Background: an optimization exercise with open tools, aiming at a short achievable clock period and few clock cycles. Do not read the settings as production practice.
In this exercise RTL edits were held to simulation tests only and were not proved equivalent to the original.

==> v32: inputs <==
==> flow/design.v (excerpt) <==
module DataPath(
   input clk,
   input rst,
   input [31:0] DataMem_out,
   output memory_write,
   output [31:0] RS2ALU_Mux_Out,
   output [1:0] MemSize,
   output [31:0] Mem_Addr,
   output memory_unsigned
);
==> flow/config.mk <==
export PLATFORM = sky130hd
export DESIGN_NAME = DataPath
export DESIGN_NICKNAME = DataPath
export VERILOG_FILES = /design/flow/design.v
export SDC_FILE = /design/flow/constraint.sdc
export NUM_CORES = 4
export LEC_CHECK = 0
export CAP_MARGIN = 20
export CORE_MARGIN = 2
export CORE_UTILIZATION = 35
export PLACE_DENSITY = 0.55
export SLEW_MARGIN = 20
==> flow/constraint.sdc <==
create_clock -name core_clock -period 20.0 [get_ports {clk}]
set_input_delay 4.0000 -clock core_clock [delete_from_list [all_inputs] [get_ports {clk}]]
set_output_delay 4.0000 -clock core_clock [all_outputs]
set_load 0.01 [all_outputs]
standard.sh (not shown) runs the stock make flow with config.mk's settings and CLKGATE_MAP_FILE= SYNTH_SCRIPT=/design/flow/synth_recipe.tcl, a recipe that flattens the netlist after the stock synthesis.
==> flow/flow/run.sh <==
#!/bin/bash
# The standard layout (standard.sh), with one change: repair_timing in the
# floorplan, CTS and global-route steps aims for SETUP_SLACK_MARGIN ns of setup
# slack instead of 0, so the resizer also works on paths that meet the 20 ns
# clock, which set the achieved period. The SDC, the clock and the steps are
# the standard ones.
set -euo pipefail
export SETUP_SLACK_MARGIN=15
bash standard.sh finish > flow_standard.log 2>&1
==> inputs of v14, as changes to v32 <==
--- a/flow/design.v
+++ b/flow/design.v
@@ -71,20 +71,19 @@
                 default: expand = 32'h00000013;
             endcase
         end
     endfunction
     localparam NB = 8;     
     localparam NQ = 8;     
-    localparam NC = 16;    
     reg [31:0] ba_r;       
     reg [1:0]  bsz_r;
     reg        bwr_r;
     reg        buns_r;
     reg [31:0] bwd_r;
     reg        bfetch_r;   
-    reg [31:0] fa_r;       
+    reg [31:0] nf_r;       
     assign Mem_Addr        = ba_r;
     assign MemSize         = bsz_r;
     assign memory_write    = bwr_r;
     assign memory_unsigned = buns_r;
     assign RS2ALU_Mux_Out  = bwd_r;
     reg          bt_v   [0:NB-1];
@@ -99,43 +98,27 @@
     reg [31:1]   atgt;
     reg [2:0]    aidx;
     integer k;
     always @(*) begin
         ahit = 1'b0; al2 = 1'b0; atgt = 31'd0; aidx = 3'd0;
         for (k = 0; k < NB; k = k + 1) begin
-            if (bt_v[k] && bt_tag[k] == fa_r[31:1]) begin
+            if (bt_v[k] && bt_tag[k] == ba_r[31:1]) begin
                 ahit = 1'b1;
                 al2  = al2 | bt_l2[k];
                 atgt = atgt | bt_tgt[k];
                 aidx = aidx | k[2:0];
             end
         end
     end
-    wire         phit = bp_v && bp_tag == fa_r[31:1];
+    wire         phit = bp_v && bp_tag == ba_r[31:1];
     wire         hit  = phit ? ~bp_inv : ahit;
     wire         hl2  = phit ? bp_l2 : al2;
     wire [31:1]  htgt = phit ? bp_tgt : atgt;
     wire [2:0]   hidx = phit ? bp_idx : aidx;
     wire pt_lo = hit & ~hl2;           
     wire pt_hi = hit & hl2;
-    reg          ic_v   [0:NC-1];
-    reg [31:1]   ic_tag [0:NC-1];
-    reg [31:0]   ic_d   [0:NC-1];
-    reg [3:0]    ic_rr;
-    reg          chit;
-    reg [31:0]   cdata;
-    always @(*) begin
-        chit = 1'b0; cdata = 32'd0;
-        for (k = 0; k < NC; k = k + 1) begin
-            if (ic_v[k] && ic_tag[k] == fa_r[31:1]) begin
-                chit  = 1'b1;
-                cdata = cdata | ic_d[k];
-            end
-        end
-    end
-    wire [31:0] fword = chit ? cdata : DataMem_out;
     reg [15:0] q     [0:NQ-1];
     reg        s_pt  [0:NQ-1];    
     reg [31:1] s_tgt [0:NQ-1];    
     reg        s_hi  [0:NQ-1];    
     reg        s_hit [0:NQ-1];    
     reg [2:0]  s_hix [0:NQ-1];    
@@ -178,24 +161,14 @@
         if (d_store)                d_imm = immS;
         else if (d_lui | d_auipc)   d_imm = immU;
         else                        d_imm = immI;
     end
     wire [31:0] d_boff   = d_auipc ? immU : (d_jal ? immJ : immB);    
     wire [31:0] d_pcnext = h32 ? d_pc4 : d_pc2;
-    wire [4:0]  c_op   = {h0[15:13], h0[1:0]};
-    wire        r_jal  = h32 & (h0[6:0] == 7'b1101111);
-    wire        r_br   = h32 & (h0[6:0] == 7'b1100011);
-    wire        r_cj   = ~h32 & (c_op == 5'b001_01 || c_op == 5'b101_01);
-    wire        r_cb   = ~h32 & (c_op == 5'b110_01 || c_op == 5'b111_01);
-    wire [31:0] t_j32  = d_pc + {{12{h1[15]}}, h0[15:12], h1[3:0], h1[4], h1[14:5], 1'b0};
-    wire [31:0] t_b32  = d_pc + {{20{h1[15]}}, h0[7], h1[14:9], h0[11:8], 1'b0};
-    wire [31:0] t_cj   = d_pc + {{20{h0[12]}}, h0[12], h0[8], h0[10:9], h0[6], h0[7], h0[2], h0[11], h0[5:3], 1'b0};
-    wire [31:0] t_cb   = d_pc + {{23{h0[12]}}, h0[12], h0[6:5], h0[2], h0[11:10], h0[4:3], 1'b0};
-    wire        d_early  = d_fire & ~d_pt & ~d_bad & (r_jal | r_cj | (r_br & h1[15]) | (r_cb & h0[12]));
-    wire [31:0] d_etgt   = r_jal ? t_j32 : (r_br ? t_b32 : (r_cj ? t_cj : t_cb));
-    wire [31:0] d_pnext  = d_early ? d_etgt : (d_pt ? d_ptgt : d_pcnext);
+    wire [31:0] d_pnext  = d_pt ? d_ptgt : d_pcnext;
+    wire [31:0] d_jx     = d_ptgt - immI;
     wire d_use1 = ~(d_lui | d_auipc | d_jal);
     wire d_use2 = d_op | d_store | d_branch;
     wire d_we   = (d_lui | d_auipc | d_jal | d_jalr | d_load | d_opimm | d_op) && (d_rd != 5'd0) && !d_bad;
     wire [4:0] d_rs1x = d_lui ? 5'd0 : d_rs1;
     wire d_sub = d_op & di[30] & (d_f3 == 3'b000);
     wire d_sra = di[30];
@@ -210,19 +183,19 @@
     end
     wire [31:0] rf1 = (d_rs1x == 5'd0) ? 32'd0 : rf[d_rs1x];
     wire [31:0] rf2 = (d_rs2  == 5'd0) ? 32'd0 : rf[d_rs2];
     wire [31:0] d_r1 = (w_we && w_rd == d_rs1x) ? w_data : rf1;
     wire [31:0] d_r2 = (w_we && w_rd == d_rs2)  ? w_data : rf2;
     reg        e_valid;
-    reg [31:0] e_r1, e_r2, e_imm, e_boff, e_link, e_pc, e_pnext;
+    reg [31:0] e_r1, e_r2, e_imm, e_boff, e_link, e_pc, e_pnext, e_jx;
     reg [4:0]  e_rd;
     reg        e_we, e_load, e_store, e_branch, e_jal, e_jalr, e_auipc;
     reg [2:0]  e_f3, e_fn;
     reg        e_sub, e_sra, e_op2imm, e_usepre;
     reg        e_faM, e_faW, e_fbM, e_fbW;
-    reg        e_pt, e_bad, e_h32, e_hi, e_hit, e_dpred;
+    reg        e_pt, e_bad, e_h32, e_hi, e_hit;
     reg [2:0]  e_hix;
     reg        m_we, m_load;
     reg [4:0]  m_rd;
     reg [31:0] m_res;
     reg        m_tchk;             
     reg [31:0] m_ttgt, m_tpn;
@@ -268,52 +241,61 @@
             3'b110: cond = b_ltu;
             3'b111: cond = ~b_ltu;
             default: cond = 1'b0;
         endcase
     end
     wire taken   = e_jal | e_jalr | (e_branch & cond);
-    wire mis     = e_bad | (e_pt ? ~taken : taken);
+    wire [31:0] e_jx1 = e_jx + 32'd1;
+    wire jalr_ok = (a == e_jx) | (a == e_jx1);
+    wire mis     = e_bad | (e_pt ? (~taken | (e_jalr & ~jalr_ok)) : taken);
     wire e_redir = e_go & mis;
     wire redirect = late | e_redir;
     wire [31:0] jtarget = {addr_sum[31:1], 1'b0};
     wire [31:0] act_tgt = e_jalr ? jtarget : pc_rel;
     wire [31:0] target  = late ? m_ttgt : (e_bad ? e_pc : (taken ? act_tgt : e_link));
     wire mem_next = e_go & (e_load | e_store);
-    wire bt_wr  = (e_redir | (e_go & e_dpred)) & ~e_bad & taken;
-    wire bt_inv = e_redir & ~e_bad & ~taken & e_pt & ~e_dpred;
+    wire bt_wr  = e_redir & ~e_bad & taken;
+    wire bt_inv = e_redir & ~e_bad & ~taken & e_pt;
     wire [31:0] e_lsa = e_h32 ? e_pc + 32'd2 : e_pc;        
     wire [31:0] e_fa  = e_hi ? e_lsa - 32'd2 : e_lsa;       
     wire bt_same = bp_v && bp_tag == e_fa[31:1];
     wire [2:0] bt_wi = e_hit ? e_hix : (bt_same ? bp_idx : bt_rr);
     wire d_fire = d_avail & ~e_stall;
     wire [3:0] d_len = h32 ? 4'd2 : 4'd1;
+    wire        f_in   = bfetch_r;
     wire [3:0]  base   = occ - (d_fire ? d_len : 4'd0);
-    wire        enq    = (chit | bfetch_r) & (base <= NQ - 2);
-    wire [3:0]  f_inc  = enq ? (pt_lo ? 4'd1 : 4'd2) : 4'd0;
-    wire [31:0] fa_nx  = hit ? {htgt, 1'b0} : (fa_r + 32'd4);
-    wire [31:0] fa_cur = enq ? fa_nx : fa_r;
-    wire        fill   = enq & ~chit & ~redirect;
+    wire [3:0]  f_inc  = f_in ? (pt_lo ? 4'd1 : 4'd2) : 4'd0;
+    wire        space  = (occ + (bfetch_r ? 4'd2 : 4'd0)) <= (NQ - 2);
+    wire [31:0] f_seq  = hit ? {htgt, 1'b0} : (ba_r + 32'd4);
+    wire [31:0] nf_cur = bfetch_r ? f_seq : nf_r;
     always @(posedge clk or posedge rst) begin
         if (rst) begin
-            fa_r <= 32'd0; ic_rr <= 4'd0;
-            for (k = 0; k < NC; k = k + 1) ic_v[k] <= 1'b0;
+            ba_r <= 32'd0; bsz_r <= 2'b10; bwr_r <= 1'b0; buns_r <= 1'b0;
+            bfetch_r <= 1'b1; nf_r <= 32'd0;
             occ <= 4'd0; d_pc <= 32'd0;
             e_valid <= 1'b0; m_we <= 1'b0; m_load <= 1'b0; w_we <= 1'b0; m_tchk <= 1'b0;
             bt_rr <= 3'd0; bp_v <= 1'b0;
             for (k = 0; k < NB; k = k + 1) bt_v[k] <= 1'b0;
         end else begin
-            fa_r <= redirect ? target : (d_early ? d_etgt : fa_cur);
-            if (fill) begin
-                ic_v[ic_rr] <= 1'b1;
-                ic_rr <= ic_rr + 4'd1;
+            if (mem_next) begin
+                ba_r <= addr_sum; bwr_r <= e_store; bsz_r <= e_f3[1:0]; buns_r <= e_f3[2];
+                bfetch_r <= 1'b0; nf_r <= nf_cur;
+            end else if (redirect) begin
+                ba_r <= target; bwr_r <= 1'b0; bsz_r <= 2'b10;
+                bfetch_r <= 1'b1;
+            end else if (space) begin
+                ba_r <= nf_cur; bwr_r <= 1'b0; bsz_r <= 2'b10;
+                bfetch_r <= 1'b1;
+            end else begin
+                bwr_r <= 1'b0; bfetch_r <= 1'b0; nf_r <= nf_cur;
             end
             if (redirect) begin
                 occ <= 4'd0;
                 d_pc <= target;
             end else begin
-                occ <= d_early ? 4'd0 : base + f_inc;
+                occ <= base + f_inc;
                 if (d_fire) begin
                     d_pc <= d_pnext;
                 end
             end
             if (late || (e_go & e_bad)) begin
                 for (k = 0; k < NB; k = k + 1) bt_v[k] <= 1'b0;
@@ -323,34 +305,16 @@
                 bp_v <= bt_wr | bt_inv;
                 if (bt_wr && !e_hit && !bt_same) bt_rr <= bt_rr + 3'd1;
             end
             if (!(e_stall & ~late)) e_valid <= d_fire & ~redirect;
             m_we    <= e_go & e_we;
             m_load  <= e_go & e_load;
-            m_tchk  <= e_go & ~mis & e_pt;
+            m_tchk  <= e_go & ~mis & e_pt & (e_branch | e_jal);
             w_we    <= m_we;
         end
     end
-    always @(posedge clk) begin
-        if (rst) begin
-            ba_r <= 32'd0; bsz_r <= 2'b10; bwr_r <= 1'b0; buns_r <= 1'b0;
-            bfetch_r <= 1'b1;
-        end else if (mem_next) begin
-            ba_r <= addr_sum; bwr_r <= e_store; bsz_r <= e_f3[1:0]; buns_r <= e_f3[2];
-            bfetch_r <= 1'b0;
-        end else if (redirect) begin
-            ba_r <= target; bwr_r <= 1'b0; bsz_r <= 2'b10;
-            bfetch_r <= 1'b1;
-        end else if (d_early) begin
-            ba_r <= d_etgt; bwr_r <= 1'b0; bsz_r <= 2'b10;
-            bfetch_r <= 1'b1;
-        end else begin
-            ba_r <= fa_cur; bwr_r <= 1'b0; bsz_r <= 2'b10;
-            bfetch_r <= 1'b1;
-        end
-    end
     integer i;
     always @(posedge clk) begin
         bp_inv <= ~bt_wr;
         bp_idx <= bt_wr ? bt_wi : e_hix;
         bp_tag <= e_fa[31:1];
         bp_tgt <= act_tgt[31:1];
@@ -371,43 +335,39 @@
                     if (i + 1 < NQ) begin
                         q[i] <= q[i+1]; s_pt[i] <= s_pt[i+1]; s_tgt[i] <= s_tgt[i+1];
                         s_hi[i] <= s_hi[i+1]; s_hit[i] <= s_hit[i+1]; s_hix[i] <= s_hix[i+1];
                     end
                 end
             end else if (i == base) begin
-                q[i] <= fword[15:0]; s_pt[i] <= pt_lo; s_tgt[i] <= htgt;
+                q[i] <= DataMem_out[15:0]; s_pt[i] <= pt_lo; s_tgt[i] <= htgt;
                 s_hi[i] <= 1'b0; s_hit[i] <= hit; s_hix[i] <= hidx;
             end else if (i == base + 1) begin
-                q[i] <= fword[31:16]; s_pt[i] <= pt_hi; s_tgt[i] <= htgt;
+                q[i] <= DataMem_out[31:16]; s_pt[i] <= pt_hi; s_tgt[i] <= htgt;
                 s_hi[i] <= 1'b1; s_hit[i] <= hit; s_hix[i] <= hidx;
             end
         end
-        bwd_r <= br;     
-        if (fill) begin
-            ic_tag[ic_rr] <= fa_r[31:1];
-            ic_d[ic_rr]   <= DataMem_out;
-        end
+        if (mem_next) bwd_r <= br;
     end
     always @(posedge clk) begin
         if (e_stall) begin
             e_r1 <= a; e_r2 <= br;
             e_faM <= 1'b0; e_faW <= e_faM; e_fbM <= 1'b0; e_fbW <= e_fbM;
         end else begin
         e_r1 <= d_r1; e_r2 <= d_r2; e_imm <= d_imm; e_boff <= d_boff;
-        e_link <= d_pcnext; e_pc <= d_pc; e_pnext <= d_pnext;
-        e_pt <= d_pt | d_early; e_dpred <= d_early; e_bad <= d_bad; e_h32 <= h32; e_hi <= d_hi;
+        e_link <= d_pcnext; e_pc <= d_pc; e_pnext <= d_pnext; e_jx <= d_jx;
+        e_pt <= d_pt; e_bad <= d_bad; e_h32 <= h32; e_hi <= d_hi;
         e_hit <= d_hit; e_hix <= d_hix;
         e_rd <= d_rd; e_we <= d_we; e_load <= d_load; e_store <= d_store;
         e_branch <= d_branch; e_jal <= d_jal; e_jalr <= d_jalr; e_auipc <= d_auipc;
         e_f3 <= d_f3; e_fn <= d_fn; e_sub <= d_sub; e_sra <= d_sra;
         e_op2imm <= d_op2imm; e_usepre <= d_auipc | d_jal | d_jalr;
         e_faM <= e_valid & e_we & d_use1 & (e_rd == d_rs1x);
         e_faW <= m_we & d_use1 & (m_rd == d_rs1x);
         e_fbM <= e_valid & e_we & d_use2 & (e_rd == d_rs2);
         e_fbW <= m_we & d_use2 & (m_rd == d_rs2);
         end
         m_rd <= e_rd; m_res <= e_res;
-        m_ttgt <= act_tgt; m_tpn <= e_pnext;
+        m_ttgt <= pc_rel; m_tpn <= e_pnext;
         w_rd <= m_rd;
         w_data <= m_load ? DataMem_out : m_res;
     end
 endmodule
==> flow/flow/run.sh (replaced) <==
#!/bin/bash
# The standard layout (standard.sh), with one change: repair_timing in the
# floorplan, CTS and global-route steps aims for SETUP_SLACK_MARGIN ns of setup
# slack instead of 0, so the resizer also works on paths that meet the 20 ns
# clock, which set the achieved period. The SDC, the clock and the steps are
# the standard ones.
set -euo pipefail
export SETUP_SLACK_MARGIN=14
bash standard.sh finish > flow_standard.log 2>&1
==> flow/config.mk (replaced) <==
export PLATFORM = sky130hd
export DESIGN_NAME = DataPath
export DESIGN_NICKNAME = DataPath
export VERILOG_FILES = /design/flow/design.v
export SDC_FILE = /design/flow/constraint.sdc
export NUM_CORES = 4
export LEC_CHECK = 0
export CAP_MARGIN = 20
export CORE_MARGIN = 2
export CORE_UTILIZATION = 22
export PLACE_DENSITY = 0.4
export SLEW_MARGIN = 20
==> inputs of v16, as changes to v32 <==
--- a/flow/design.v
+++ b/flow/design.v
@@ -288,13 +288,13 @@
     wire [3:0] d_len = h32 ? 4'd2 : 4'd1;
     wire [3:0]  base   = occ - (d_fire ? d_len : 4'd0);
     wire        enq    = (chit | bfetch_r) & (base <= NQ - 2);
     wire [3:0]  f_inc  = enq ? (pt_lo ? 4'd1 : 4'd2) : 4'd0;
     wire [31:0] fa_nx  = hit ? {htgt, 1'b0} : (fa_r + 32'd4);
     wire [31:0] fa_cur = enq ? fa_nx : fa_r;
-    wire        fill   = enq & ~chit & ~redirect;
+    wire        fill   = enq & ~chit;     
     always @(posedge clk or posedge rst) begin
         if (rst) begin
             fa_r <= 32'd0; ic_rr <= 4'd0;
             for (k = 0; k < NC; k = k + 1) ic_v[k] <= 1'b0;
             occ <= 4'd0; d_pc <= 32'd0;
             e_valid <= 1'b0; m_we <= 1'b0; m_load <= 1'b0; w_we <= 1'b0; m_tchk <= 1'b0;
==> impl_results.md <==
* Met3 layer usage reported by global route at 0.0607
* CP Depth at 1
* Clock buf count at 529
* Share of final layout cell area taken by non-clock buffers at 0.0456
* Tap Cells at 6475
* Outcome: no timing/DRC/antenna violations
* # placed instances at 21.3k
* Tightest hold margin at 0.293 ns
* Core region area at 489000 um^2
* Layout fillers at 46.1k
* Post-Synth Adder-Cell Area at 0.0179
* Top library cells by usage in the layout, fill and taps aside: sky130_fd_sc_hd__edfxtp_1, sky130_fd_sc_hd__nand2_1, sky130_fd_sc_hd__nand3_1, sky130_fd_sc_hd__a21oi_1, sky130_fd_sc_hd__o21ai_0
* Main area contributors after synthesis: sky130_fd_sc_hd__edfxtp_1, sky130_fd_sc_hd__nand2_1, sky130_fd_sc_hd__dfxtp_1
* Clock Skews at 0.150 ns
* Arr. time, crit path at 1.58 ns
* Leading cell type in the layout, fill and taps excluded: sky130_fd_sc_hd__edfxtp_1
* Multi-input combinational cell area at 67300 um^2
* Final routed wire length divided by cell count at 31.9 um
* Synthesized instance count at 15.4k
That was v16.
==> impl_results.md <==
* Top library cells by usage in the layout, fill and taps aside: sky130_fd_sc_hd__edfxtp_1, sky130_fd_sc_hd__nand2_1, sky130_fd_sc_hd__nand3_1, sky130_fd_sc_hd__nor2_1, sky130_fd_sc_hd__xnor2_1
* Tightest hold margin at 0.340 ns
* # placed instances at 21.6k
* Clock Skews at 0.115 ns
* CP Depth at 29
* Area taken by flip-flops and latches at 103000 um^2
* Final routed wire length divided by cell count at 31.7 um
* Leading cell type in the layout, fill and taps excluded: sky130_fd_sc_hd__edfxtp_1
* Number of top-level design ports at 102
* Synthesized instance count at 15.7k
* Met3 layer usage reported by global route at 0.0572
* Multi-input combinational cell area at 69300 um^2
* Fraction of the mapped netlist area in simple logic gates at 0.149
* Count of buffers from port buffering at 101
* Share of final layout cell area taken by non-clock buffers at 0.0610
* Main area contributors after synthesis: sky130_fd_sc_hd__edfxtp_1, sky130_fd_sc_hd__nand2_1, sky130_fd_sc_hd__xnor2_1
* Core region area at 494000 um^2
* Clock buf count at 538
* Outcome: no timing/DRC/antenna violations
* Arr. time, crit path at 6.42 ns
That was v32.
==> impl_results.md <==
* Outcome: no timing/DRC/antenna violations
* Multi-input combinational cell area at 58300 um^2
* Share of final layout cell area taken by non-clock buffers at 0.0348
* Yosys cell types at 120
* Leading cell type in the layout, fill and taps excluded: sky130_fd_sc_hd__nand2_1
* Core region area at 615000 um^2
* Clock buf count at 448
* Main area contributors after synthesis: sky130_fd_sc_hd__edfxtp_1, sky130_fd_sc_hd__nand2_1, sky130_fd_sc_hd__dfxtp_1
* Multiplexer area fraction after synthesis at 0.0408
* Synthesized instance count at 13.4k
* Tap Cells at 8120
* Layout fillers at 64.8k
* Met3 layer usage reported by global route at 0.0329
* Arr. time, crit path at 6.84 ns
* Top library cells by usage in the layout, fill and taps aside: sky130_fd_sc_hd__nand2_1, sky130_fd_sc_hd__edfxtp_1, sky130_fd_sc_hd__nand3_1, sky130_fd_sc_hd__a21oi_1, sky130_fd_sc_hd__nor2_1
* Final routed wire length divided by cell count at 29.9 um
That was v14.
Testbench counts of v32, summed over its fixed seeds: cycles 15,090.
Testbench counts of v14, summed over its fixed seeds: cycles 16,228.
Testbench counts of v16, summed over its fixed seeds: cycles 15,093.

separate check: timing with driven ports:
The flow's constraints put no driver on any port. The routed layouts listed below were extracted and timed again, unchanged, in two steps. Step 1 assumes that a clkbuf_16 drives the clock port and a buf_2 every other input. Step 2 adds t to the input delays and takes it off the output delays; t is the mean of the earliest and latest rising clock arrival at the registers after step 1. Input paths then give back, and output paths get back, about the clock's delay inside the block. Three values: no drivers, after step 1, after step 2; two values: the first two.
| run | t (ns) | setup slack, ns | hold slack, ns | worst register clock-pin slew, ns | worst slew at a driven data input, ns |
|---|---|---|---|---|---|
| v32 | 1.141 | 14.310 / 14.244 / 13.966 | 0.340 / 0.340 / 0.340 | 0.07 / 0.07 | 0.04 |
| v14 | 1.091 | 14.063 / 13.955 / 13.439 | 0.336 / 0.336 / 0.336 | 0.07 / 0.07 | 0.27 |
| v16 | 1.099 | 14.418 / 14.310 / 13.992 | 0.293 / 0.293 / 0.293 | 0.07 / 0.07 | 0.07 |
After both steps setup and hold are still met in every run listed. The setup slack of v14, which loses most, moves by -0.108 ns with the drivers and by -0.624 ns with both steps. Setup slack includes reset recovery checks.
